What follows belongs to an exercise in optimizing a design on an open flow for small area; a production flow would make more cautious choices.
Function was checked by simulation only, so behaviour that the tests miss may differ from the original.
Power and IR drop assume default switching activity. The clock port is modelled as an ideal driver; clocking choices that lean on that would not hold on a real chip.

$ cat flow/config.mk
export PLATFORM = sky130hd
export DESIGN_NAME = packet_data
export DESIGN_NICKNAME = packet_data
export VERILOG_FILES = /design/flow/design.v
export SDC_FILE = /design/flow/constraint.sdc
export NUM_CORES = 4
export LEC_CHECK = 0
export CAP_MARGIN = 20
export CORE_MARGIN = 2
export CORE_UTILIZATION = 45
export PLACE_DENSITY = 0.6
export SLEW_MARGIN = 20
$ cat flow/constraint.sdc
create_clock -name core_clock -period 6.5 [get_ports {clk}]
set_input_delay 1.3000 -clock core_clock [delete_from_list [all_inputs] [get_ports {clk}]]
set_output_delay 1.3000 -clock core_clock [all_outputs]
set_load 0.01 [all_outputs]
$ cat flow/design.v
`timescale 1ns / 1ps
module packet_data #(
    parameter data_width = 8,
    parameter depth = 64
)(
    input wire clk,
    input wire rst,
    input wire [data_width-1:0] s_axis_data,
    input wire s_axis_valid,
    output reg s_axis_ready,
    input wire s_axis_last,
    input wire [data_width + data_width-1 :0] packet_config,
    output reg [data_width-1 : 0] m_axis_data,
    output reg m_axis_valid,
    input wire m_axis_ready,
    output reg m_axis_last,
    output  full,
    output  empty
);
    reg [7:0] mem_1 [0:63];
    reg [7:0] mem_2 [0:62];
    reg       mem_3 [0:63];
    reg [6:0] wr_ptr;    
    reg [5:0] wr_ptr2;   
    reg [7:0] rd_ptr;
    reg [6:0] hwm1;      
    reg [5:0] hwm2;      
    assign full  = wr_ptr[6];
    assign empty = (wr_ptr == 7'd0);
    wire [7:0] k   = packet_config[15:8];
    wire [7:0] len = packet_config[7:0];
    always @(posedge clk) begin
        if (rst) s_axis_ready <= 1'b0;
        else     s_axis_ready <= 1'b1;
    end
    wire wr   = s_axis_valid & s_axis_ready & ~full;
    wire [8:0] dlk = {1'b0, len} - {1'b0, k};
    wire tail = !dlk[8] && (dlk != 9'd0) && ({2'b0, wr_ptr} >= dlk);
    wire wr2  = wr & tail;
    always @(posedge clk) begin
        if (wr) begin
            mem_1[wr_ptr[5:0]] <= s_axis_data;
            mem_3[wr_ptr[5:0]] <= s_axis_last;
        end
        if (wr2)
            mem_2[wr_ptr2] <= s_axis_data;
    end
    always @(posedge clk) begin
        if (wr)
            wr_ptr2 <= tail ? wr_ptr2 + 6'd1 : 6'd0;
    end
    always @(posedge clk or posedge rst) begin
        if (rst) begin
            wr_ptr  <= 7'd0;
            hwm1    <= 7'd0;
            hwm2    <= 6'd0;
        end else begin
            if (wr) begin
                if (wr_ptr == hwm1) hwm1 <= hwm1 + 7'd1;
                if (tail && wr_ptr2 == hwm2) hwm2 <= hwm2 + 6'd1;
                wr_ptr <= wr_ptr + 7'd1;
            end
            if (s_axis_last)
                wr_ptr <= 7'd0;
        end
    end
    wire v1 = ({1'b0, rd_ptr} < {2'b0, hwm1});
    wire v2 = ({1'b0, rd_ptr} < {3'b0, hwm2});
    wire [5:0] ra = rd_ptr[5:0];
    reg [7:0] or_1, or_2, g_1, g_2;
    reg       or_3, g_3;
    integer i, j;
    always @* begin
        or_1 = 8'd0; or_2 = 8'd0; or_3 = 1'b0;
        for (i = 0; i < 8; i = i + 1) begin
            g_1 = 8'd0; g_2 = 8'd0; g_3 = 1'b0;
            for (j = 0; j < 8; j = j + 1) begin
                if (ra[2:0] == j) begin
                    g_1 = g_1 | mem_1[i*8+j];
                    g_3 = g_3 | mem_3[i*8+j];
                    if (i*8+j < 63) g_2 = g_2 | mem_2[i*8+j];
                end
            end
            if (ra[5:3] == i) begin
                or_1 = or_1 | g_1; or_2 = or_2 | g_2; or_3 = or_3 | g_3;
            end
        end
    end
    wire [7:0] rd_1 = v1 ? or_1 : 8'd0;
    wire [7:0] rd_2 = v2 ? or_2 : 8'd0;
    wire       rd_3 = v1 & or_3;
    wire [8:0] rd_inc = {1'b0, rd_ptr} + 9'd1;
    wire       hit    = (rd_inc == {1'b0, len});
    always @(posedge clk or posedge rst) begin
        if (rst) begin
            m_axis_data  <= 8'd0;
            m_axis_valid <= 1'b0;
            m_axis_last  <= 1'b0;
            rd_ptr       <= 8'd0;
        end else if (m_axis_ready && !empty) begin
            m_axis_last  <= rd_3;
            m_axis_valid <= hit;
            m_axis_data  <= hit ? rd_1 + rd_2 : 8'd0;
            rd_ptr       <= hit ? 8'd0 : rd_inc[7:0];
        end
    end
endmodule
$ cat flow/flow/run.sh
#!/bin/bash
# The standard layout (standard.sh) with these changes:
#  - synthesis: the same script, but its abc step maps with an area-oriented
#    ABC script (flow/area.abc); see flow/my_synth.tcl. Registers are mapped
#    before abc, so they keep the standard synthesis's names and cell types.
#  - CTS: no dummy balancing loads, leaf clusters sized for clkbuf_16.
#  - port buffers: sky130_fd_sc_hd__buf_1.
#  - no adder-cell mapping before abc (ADDER_MAP_FILE empty): abc maps the
#    adders with the rest of the logic.
# make's output goes to flow.log; each ORFS step logs under orfs/logs/.
set -euo pipefail
HERE=$(pwd)
export MY_ABC_SCRIPT=$HERE/flow/area.abc
export FLOW_SYNTH_TCL=$HERE/synth_recipe.tcl
export CTS_ARGS="-sink_clustering_enable -repair_clock_nets -dont_use_dummy_load -buf_list sky130_fd_sc_hd__clkbuf_16 -sink_clustering_size 32 -sink_clustering_max_diameter 100"
export BUFFER_PORTS_ARGS="-buffer_cell sky130_fd_sc_hd__buf_1"
sed "s#SYNTH_SCRIPT=[^ ]*#SYNTH_SCRIPT=$HERE/flow/my_synth.tcl#" standard.sh > my_standard.sh
bash my_standard.sh ADDER_MAP_FILE= finish > flow.log 2>&1
$ cat flow/flow/area.abc
strash
&get -n
&st
&dc2
&dch
&nf -R 1000
&put
topo
$ cat flow/flow/my_synth.tcl
# The standard flow's synthesis (synth_recipe.tcl) with one change: the technology mapping
# step (abc) runs an area-oriented ABC script instead of ORFS's speed script.
# Everything before abc, including dfflibmap, is unchanged, so the registers
# keep the standard synthesis's names and cell types.
proc abc {args} {
  set i [lsearch -exact $args -script]
  if { $i >= 0 } {
    lset args [expr { $i + 1 }] $::env(MY_ABC_SCRIPT)
  }
  # drop the delay target: the script maps for area
  set j [lsearch -exact $args -D]
  if { $j >= 0 } {
    set args [lreplace $args $j [expr { $j + 1 }]]
  }
  yosys abc {*}$args
}
source $::env(FLOW_SYNTH_TCL)
$ cat flow/standard.sh
#!/bin/bash
# synth_recipe.tcl (not shown) runs the flow's synth.tcl, then flattens the netlist and writes it again
# the make line also repeats each setting of config.mk as NAME=value (left out here)
make -C /OpenROAD-flow-scripts/flow DESIGN_CONFIG=/design/flow/config.mk WORK_HOME=/design/flow/orfs CLKGATE_MAP_FILE= SYNTH_SCRIPT=/design/flow/synth_recipe.tcl "${@:-finish}"
==> flow_summary_export.csv, run 1 <==
group,metric,value,unit
logic_synthesis,post_synth_instance_area,0.04115,mm2
route,routed_via_density,6.678,
route,drt-pass1-iter-count,7,
clock_network,tritoncts,"yes",
final_layout,layout_commonest_cell,"sky130_fd_sc_hd__edfxtp_1",
logic_synthesis,synthesis.yosys.warnings,1,
clock_network,cts_hold_buffers,0,
clock_network,cts_made_buffers,41,
sta,hold_viol_final,0,
setup_path,crit_type,"input port to flip-flop",
logic_synthesis,synth_flop_cell,"sky130_fd_sc_hd__edfxtp_1",
floorplanning,design.core.area,0.09029,mm2
setup_path,data_arrival_time_at_the_worst_slack_endpoint,5.74,ns
floorplanning,die_height,306.4,um
sta,max_clock_freq,182.4,MHz
global_routing,met3_usage,0.03567,
global_routing,gr_usage_total,0.2402,
floorplanning,die_area,0.09387,mm2
final_layout,layout-drive-gt1-share,0.05957,
sta,timing.final.crit_period,5.483,ns
clock_network,htreeDepth,2,
sta,grt_setup_unrepaired,"no",
route,detailedRoute.firstIterationViolations,4266,
status,outcome,"no timing/DRC/antenna violations",
sta,max-slew-margin-rel,0.2105,
logic_synthesis,synth-edff-count,1086,
logic_synthesis,synth_sequential_area_ratio,0.8161,
floorplanning,die_w,306.4,um
clock_network,clockBufferDepth,3,
setup_path,critical_path.reg2reg.startpoint,"rd_ptr[2]",
clock_network,cts.reportedPaths.clkPinSlew,0.12,ns
logic_synthesis,async_reset_ff_frac,0.03378,
route,routed_wl,114500,um
clock_network,post_cts_buffers,0,
sta,period_share,0.8435,
final_layout,layout_cells_excl_fill,3610,
setup_path,timing.reg2reg.worst_path_depth,16,
floorplanning,ioPinCount,42,
setup_path,reg2reg_to,"m_axis_data[6]",
placement,number_of_instances_in_the_placed_design,3568,
route,vias,24110,
logic_synthesis,cell_count_after_synthesis,2272,
global_routing,first_pass_grt_wire_length,165700,um
clock_network,clock_latency,0.63,ns
global_routing,globalRouteOverflowTotal,0,
power,ir_drop,325.4,uV
route,drc_errors,0,
setup_path,worst_setup_path_endpoint,"mem_2[48][7]",
logic_synthesis,synth.net_count,2301,
power,p_per_area,334.3,mW/mm2
route,wire_per_inst,31.72,um
placement,portBuffers,41,
global_routing,global_route.usage.met2,0.3927,
global_routing,grt_util_met1,0.3409,
job,cap_viol_max_count,0,
setup_path,critical_path.max_fanout,8,
setup_path,critPathRequiredTime,6.76,ns
final_layout,final_core_util,0.4962,
setup_path,crit_start,"packet_config[1]",
sta,clock-skew-final,0.05176,ns
clock_network,post_cts_resize_count,0,
setup_path,critical_path.startpoint_type,"input port",
clock_network,cts.root.buffer_cell,"sky130_fd_sc_hd__clkbuf_16",
logic_synthesis,syn_area_per_cell,18.11,um2
clock_network,clock_sinks,1125,
floorplanning,num_rows,110,
floorplanning,floorplan.initialDensity,0.4558,
logic_synthesis,seq_cells_post_synth,1125,
logic_synthesis,synth.distinct_cells,44,
power,static-leakage-power,13.13,nW
global_routing,number_of_antenna_violations_at_the_first_check_in_global_routing,2,
placement,place_congestion,0.8746,
sta,final_setup_viols,0,
route,antenna_violating_nets_post_route,0,
final_layout,area_delta_synth_final,8.876,%
worst_hold_path,hp-class,"flip-flop to flip-flop",
global_routing,grt_start_max_net_pins,105,
sta,finalSetupTns,0,ns
final_layout,layout.nets,2465,
setup_path,crit_path_end_kind,"flip-flop",
sta,worst_pin_slew,1.180,ns
global_routing,grt.busiest_layer,"met2",
global_routing,first_global_vias,23050,
setup_path,rrSetupSlack,1.48,ns
placement,dp_hpwl,69240,um
final_layout,layout_common_cells,"sky130_fd_sc_hd__edfxtp_1, sky130_fd_sc_hd__a22oi_1, sky130_fd_sc_hd__a222oi_1",
final_layout,antenna_cells_inserted,0,
sta,final_slew_violations,0,
power,power,14.98,mW
[per-stage QoR]
step	hold slack [ns]	cell area (um2)	setup WS, ns
2_1_floorplan	0.4851	41220	0.6975
3_3_place_gp	0.4683	43750	0.5379
3_5_place_dp	0.4964	43760	0.3724
4_1_cts	0.5237	44780	1.052
5_1_grt	0.5563	44800	0.6829
6_report	0.5199	44800	1.017
[synth_stat cells (11+ instances only)]
master	number	area, um2
sky130_fd_sc_hd__a41oi_1	11	96.34
sky130_fd_sc_hd__nor3_1	18	90.09
sky130_fd_sc_hd__dfrtp_1	38	950.9
sky130_fd_sc_hd__edfxtp_1	1086	32610
sky130_fd_sc_hd__o21ai_0	23	115.1
sky130_fd_sc_hd__xnor2_1	32	280.3
sky130_fd_sc_hd__a31oi_1	82	513.0
sky130_fd_sc_hd__clkinv_1	28	105.1
sky130_fd_sc_hd__nand3_1	57	285.3
sky130_fd_sc_hd__nand2_1	80	300.3
sky130_fd_sc_hd__a22o_1	31	271.5
sky130_fd_sc_hd__nor2_1	168	630.6
sky130_fd_sc_hd__a22oi_1	181	1359
sky130_fd_sc_hd__a21oi_1	65	325.3
sky130_fd_sc_hd__o22ai_1	31	193.9
sky130_fd_sc_hd__nor4_1	24	150.1
sky130_fd_sc_hd__a222oi_1	174	1742
sky130_fd_sc_hd__a221oi_1	38	332.8
[state kept, by name, indices dropped and copies added (netlist names)]
| signal | cells |
|---|---|
| m_axis_valid | 1 |
| mem_2 | 504 |
| wr_ptr | 7 |
| mem_3 | 64 |
| rd_ptr | 8 |
| hwm1 | 7 |
| s_axis_ready | 1 |
| m_axis_last | 1 |
| m_axis_data | 8 |
| mem_1 | 512 |
| hwm2 | 6 |
| wr_ptr2 | 6 |
[power breakdown]
group | leakage (nW) | total (mW) | switching [mW] | internal, mW
logic | 2.36 | 3.79 | 2.52 | 1.27
registers | 10.3 | 8.03 | 0.0718 | 7.96
clock network | 0.505 | 3.16 | 2.01 | 1.15
total | 13.1 | 15.0 | 4.60 | 10.4
[worst min path at each step]
stage	startpoint	endpoint	slack [ns]	cells past startpoint
after detailed placement	m_axis_data[6]	m_axis_data[6]	0.50	2
final	m_axis_data[6]	m_axis_data[6]	0.52	2
after floorplan	hwm2[3]	hwm2[3]	0.49	2
after global routing	m_axis_data[6]	m_axis_data[6]	0.56	2
after global placement	m_axis_data[6]	m_axis_data[6]	0.47	2
after CTS	m_axis_data[6]	m_axis_data[6]	0.52	2
[critical path, cell delays in order]
cell                       delay (ns)
sky130_fd_sc_hd__buf_1           0.11
sky130_fd_sc_hd__xnor2_1         0.27
sky130_fd_sc_hd__a21oi_1         0.15
sky130_fd_sc_hd__nor2_1          0.11
sky130_fd_sc_hd__a21oi_1         0.07
sky130_fd_sc_hd__maj3_1          0.41
sky130_fd_sc_hd__nor2_1          0.12
sky130_fd_sc_hd__a21oi_1         0.08
sky130_fd_sc_hd__maj3_1          0.42
sky130_fd_sc_hd__maj3_1          0.39
sky130_fd_sc_hd__a221oi_1        0.29
sky130_fd_sc_hd__o21ai_0         0.25
sky130_fd_sc_hd__clkinv_1        0.13
sky130_fd_sc_hd__nand2_1         0.18
sky130_fd_sc_hd__or4_1           0.81
sky130_fd_sc_hd__nor2_1          0.64
[kinds of logic after synthesis]
kind of cell,count (synthesis),share of synthesized area
flops,1125,0.8161
compound gates,660,0.1250
xor+xnor,41,0.008727
buf+inv,28,0.002554
simple gates,412,0.04616
fa+ha+maj,6,0.001460
[layer usage]
metal / share of wire / wire, um
met1: 0.40 / 45670
met2: 0.48 / 54680
met3: 0.096 / 11000
met4: 0.027 / 3131
met5: 0.00010 / 12
[area by class of cell]
cell class	instances	area (um2)
clock buffers	41	1026
well taps	1176	1471
inverters	28	105.1
fillers	7305	45490
flip-flops and latches	1125	33580
multi-input cells	1119	7564
repair buffers	121	1052
==> inputs of run 2 (changes only) <==
--- a/flow/flow/run.sh
+++ b/flow/flow/run.sh
@@ -5,8 +5,6 @@
 #    before abc, so they keep the standard synthesis's names and cell types.
 #  - CTS: no dummy balancing loads, leaf clusters sized for clkbuf_16.
 #  - port buffers: sky130_fd_sc_hd__buf_1.
-#  - no adder-cell mapping before abc (ADDER_MAP_FILE empty): abc maps the
-#    adders with the rest of the logic.
 # make's output goes to flow.log; each ORFS step logs under orfs/logs/.
 set -euo pipefail
 HERE=$(pwd)
@@ -15,4 +13,4 @@
 export CTS_ARGS="-sink_clustering_enable -repair_clock_nets -dont_use_dummy_load -buf_list sky130_fd_sc_hd__clkbuf_16 -sink_clustering_size 32 -sink_clustering_max_diameter 100"
 export BUFFER_PORTS_ARGS="-buffer_cell sky130_fd_sc_hd__buf_1"
 sed "s#SYNTH_SCRIPT=[^ ]*#SYNTH_SCRIPT=$HERE/flow/my_synth.tcl#" standard.sh > my_standard.sh
-bash my_standard.sh ADDER_MAP_FILE= finish > flow.log 2>&1
+bash my_standard.sh finish > flow.log 2>&1
==> flow_summary_export.csv, run 2 <==
group,metric,value,unit
status,outcome,"no timing/DRC/antenna violations",
logic_synthesis,yosysTopAreaCellShare,0.7886,
final_layout,num-fill-cells,7478,
job,cap_viol_max_count,0,
logic_synthesis,syn_area_per_cell,18.72,um2
logic_synthesis,cell_taking_the_most_area_after_synthesis,"sky130_fd_sc_hd__edfxtp_1",
setup_path,path_cells,"clkinv_1, ha_1, nor2b_4, buf_12, a222oi_1, a31oi_1, nor4_1, a21boi_0, ha_1, a21oi_1, o21bai_1, a21oi_1, o21bai_1, a21oi_1, nand2_1, nand2_1, o21ai_0",
global_routing,first_pass_grt_wire_length,166500,um
logic_synthesis,synth_sequential_area_ratio,0.8121,
clock_network,clockBufferDepth,3,
setup_path,critical_path.startpoint_type,"flip-flop",
floorplanning,design.core.area,0.09139,mm2
setup_path,cpMostUsedCell,"sky130_fd_sc_hd__a21oi_1",
logic_synthesis,post_synth_instance_area,0.04135,mm2
floorplanning,die_height,307.1,um
clock_network,cts_hold_buffers,0,
sta,max-slew-margin-rel,0.2490,
sta,period_share,0.8131,
route,drc_errors,0,
logic_synthesis,netlist_top_cells_count,"sky130_fd_sc_hd__edfxtp_1, sky130_fd_sc_hd__a222oi_1, sky130_fd_sc_hd__nor2_1",
logic_synthesis,synth_area_leaders,"sky130_fd_sc_hd__edfxtp_1, sky130_fd_sc_hd__a222oi_1, sky130_fd_sc_hd__a22oi_1",
logic_synthesis,seq_cells_post_synth,1125,
floorplanning,ioPinCount,42,
sta,grt_setup_unrepaired,"no",
final_layout,final_core_util,0.4902,
logic_synthesis,synth.distinct_cells,49,
floorplanning,die_area,0.09434,mm2
logic_synthesis,async_reset_ff_frac,0.03378,
clock_network,clock_latency,0.63,ns
floorplanning,die_w,307.1,um
global_routing,grt_start_max_net_pins,89,
logic_synthesis,cell_count_after_synthesis,2209,
global_routing,gr_usage_total,0.2435,
route,vias,24080,
floorplanning,floorplan.initialDensity,0.4525,
clock_network,post_cts_resize_count,0,
worst_hold_path,hp-class,"flip-flop to flip-flop",
logic_synthesis,synth-edff-count,1086,
sta,worst_pin_slew,1.122,ns
route,wire_per_inst,32.87,um
route,drt-pass1-iter-count,13,
final_layout,layout.nets,2443,
logic_synthesis,synthesis.yosys.warnings,1,
clock_network,clock_sinks,1125,
sta,clock-skew-final,0.03507,ns
final_layout,multiInputGateArea,0.007662,mm2
clock_network,cts_made_buffers,41,
final_layout,largest_reg_flops,512,
logic_synthesis,post-synth-top-count-cell,"sky130_fd_sc_hd__edfxtp_1",
sta,hold_viol_final,0,
setup_path,critical_path.max_fanout,64,
power,static-leakage-power,13.36,nW
clock_network,tritoncts,"yes",
power,power,14.82,mW
sta,final_slew_violations,0,
global_routing,globalRouteOverflowTotal,0,
setup_path,critPathRequiredTime,7.01,ns
clock_network,post_cts_buffers,0,
placement,place_congestion,0.9087,
setup_path,data_arrival_time_at_the_worst_slack_endpoint,5.79,ns
placement,dp_hpwl,70720,um
route,routed_wl,116800,um
clock_network,cts.reportedPaths.clkPinSlew,0.11,ns
clock_network,cts.root.buffer_cell,"sky130_fd_sc_hd__clkbuf_16",
logic_synthesis,synth.net_count,2284,
sta,timing.final.crit_period,5.285,ns
placement,portBuffers,41,
clock_network,htreeDepth,2,
final_layout,layout_common_cells,"sky130_fd_sc_hd__edfxtp_1, sky130_fd_sc_hd__a222oi_1, sky130_fd_sc_hd__nor2_1",
setup_path,worst_path_max_delay_cell,"sky130_fd_sc_hd__nor4_1",
logic_synthesis,synth_flop_cell,"sky130_fd_sc_hd__edfxtp_1",
setup_path,crit_path_end_kind,"flip-flop",
power,p_per_area,330.8,mW/mm2
sta,max_clock_freq,189.2,MHz
global_routing,number_of_antenna_violations_at_the_first_check_in_global_routing,2,
route,routed_via_density,6.777,
setup_path,cpPeakStageDelay,0.91,ns
power,ir_drop,211.4,uV
route,detailedRoute.firstIterationViolations,4912,
global_routing,first_global_vias,23050,
sta,final_setup_viols,0,
setup_path,crit_type,"flip-flop to flip-flop",
final_layout,layout_commonest_cell,"sky130_fd_sc_hd__edfxtp_1",
final_layout,layout-drive-gt1-share,0.05790,
route,antenna_violating_nets_post_route,0,
final_layout,area_delta_synth_final,8.318,%
floorplanning,num_rows,111,
final_layout,register_area,0.03358,mm2
sta,hold_ws,0.5041,ns
[run 2: per-stage QoR]
| step | area [um2] | worst slack, ns | std cells | TNS [ns] |
|---|---|---|---|---|
| final | 44790 | 1.215 | 3553 | 0 |
| after floorplan | 41360 | -0.07111 | 2209 | -0.07111 |
| after detailed placement | 43730 | 0.6302 | 3509 | 0 |
| after global placement | 43730 | 0.7053 | 3509 | 0 |
| after CTS | 44760 | 1.245 | 3550 | 0 |
| after global routing | 44790 | 0.8528 | 3552 | 0 |
[run 2: power breakdown]
group	internal, mW	switching [mW]
registers	7.96	0.0652
clock network	1.15	2.01
logic	1.19	2.44
[run 2: area by class of cell]
type                       count  share of cell area
inverter                      50            0.004190
clock buffer                  41             0.02290
timing repair buffer         116             0.01894
sequential                  1125              0.7497
multi-input combinational   1034              0.1711
antenna                        1          0.00005587
tap                         1186             0.03313
[run 2: worst max-delay path, delay by kind of cell, from the launching register on]
kind,cells,cell delay [ns]
flops,1,0.50
compound gates,9,2.12
fa+ha+maj,2,0.72
buf+inv,2,0.57
simple gates,4,1.21
[run 2: routing by layer]
| metal | global-route usage | routed length, um | part of all wire | up-vias |
|---|---|---|---|---|
| met3 | 0.05010 | 13540 | 0.12 | 213 |
| met4 | 0.06977 | 3465 | 0.030 | 4 |
| met5 | 0 | 22 | 0.00019 | - |
| li1 | - | - | - | 9969 |
| met2 | 0.3736 | 53300 | 0.46 | 1676 |
| met1 | 0.3545 | 46450 | 0.40 | 12220 |
[run 2: path summary, 6_finish.rpt]
| kind | cells past startpoint | end | startpoint | slack, ns |
|---|---|---|---|---|
| hold reg to reg | 1 | hwm1[5] | hwm1[5] | 0.50 |
| setup reg to reg | 17 | m_axis_data[7] | rd_ptr[0] | 1.21 |
| hold / removal | 1 | hwm1[5] | hwm1[5] | 0.50 |
| setup / recovery | 17 | m_axis_data[7] | rd_ptr[0] | 1.21 |
| max in group asynchronous | 2 | rd_ptr[5] | rst | 5.05 |
| min in group asynchronous | 2 | rd_ptr[3] | rst | 0.85 |
[run 2: cells by family (layout without fill, tap and decap cells)]
kind of cell | Yosys count | after routing | synth area share
AO/OA/AOI/OAI | 629 | 629 | 0.1250
XOR/XNOR | 39 | 39 | 0.008260
adder cells (fa/ha/maj) | 46 | 46 | 0.01428
buffers and inverters | 50 | 207 | 0.004538
flip-flops | 1125 | 1125 | 0.8121
multiplexers | 1 | 1 | 0.0002723
other | 0 | 1 | 0
AND/OR/NAND/NOR | 319 | 319 | 0.03558

## separate check: timing with driven ports
The flow's constraints put no driver on any port. The routed layouts listed below were extracted and timed again, unchanged, in two steps. Step 1 assumes that a clkbuf_16 drives the clock port and a buf_2 every other input. Step 2, shift: input delay + t, output delay - t, t = (earliest + latest rising clock arrival at the registers) / 2. This alone moves slack from input paths to output paths. Three values: no drivers, after step 1, after step 2; two values: the first two.
| run | t, ns | setup WS [ns] | latest minus earliest clock arrival (ns) | worst register clock-pin slew, ns | cell pins on the clock port's net |
|---|---|---|---|---|---|
| run 1 | 0.667 | 1.017 / 1.055 / 0.388 | 0.054 / 0.054 | 0.12 / 0.12 | 1 |
| run 2 | 0.682 | 1.215 / 1.215 / 0.617 | 0.036 / 0.036 | 0.12 / 0.12 | 1 |
After both steps setup and hold are still met in every run listed. The setup slack of run 1, which loses most, moves by +0.038 ns with the drivers and by -0.629 ns with both steps.
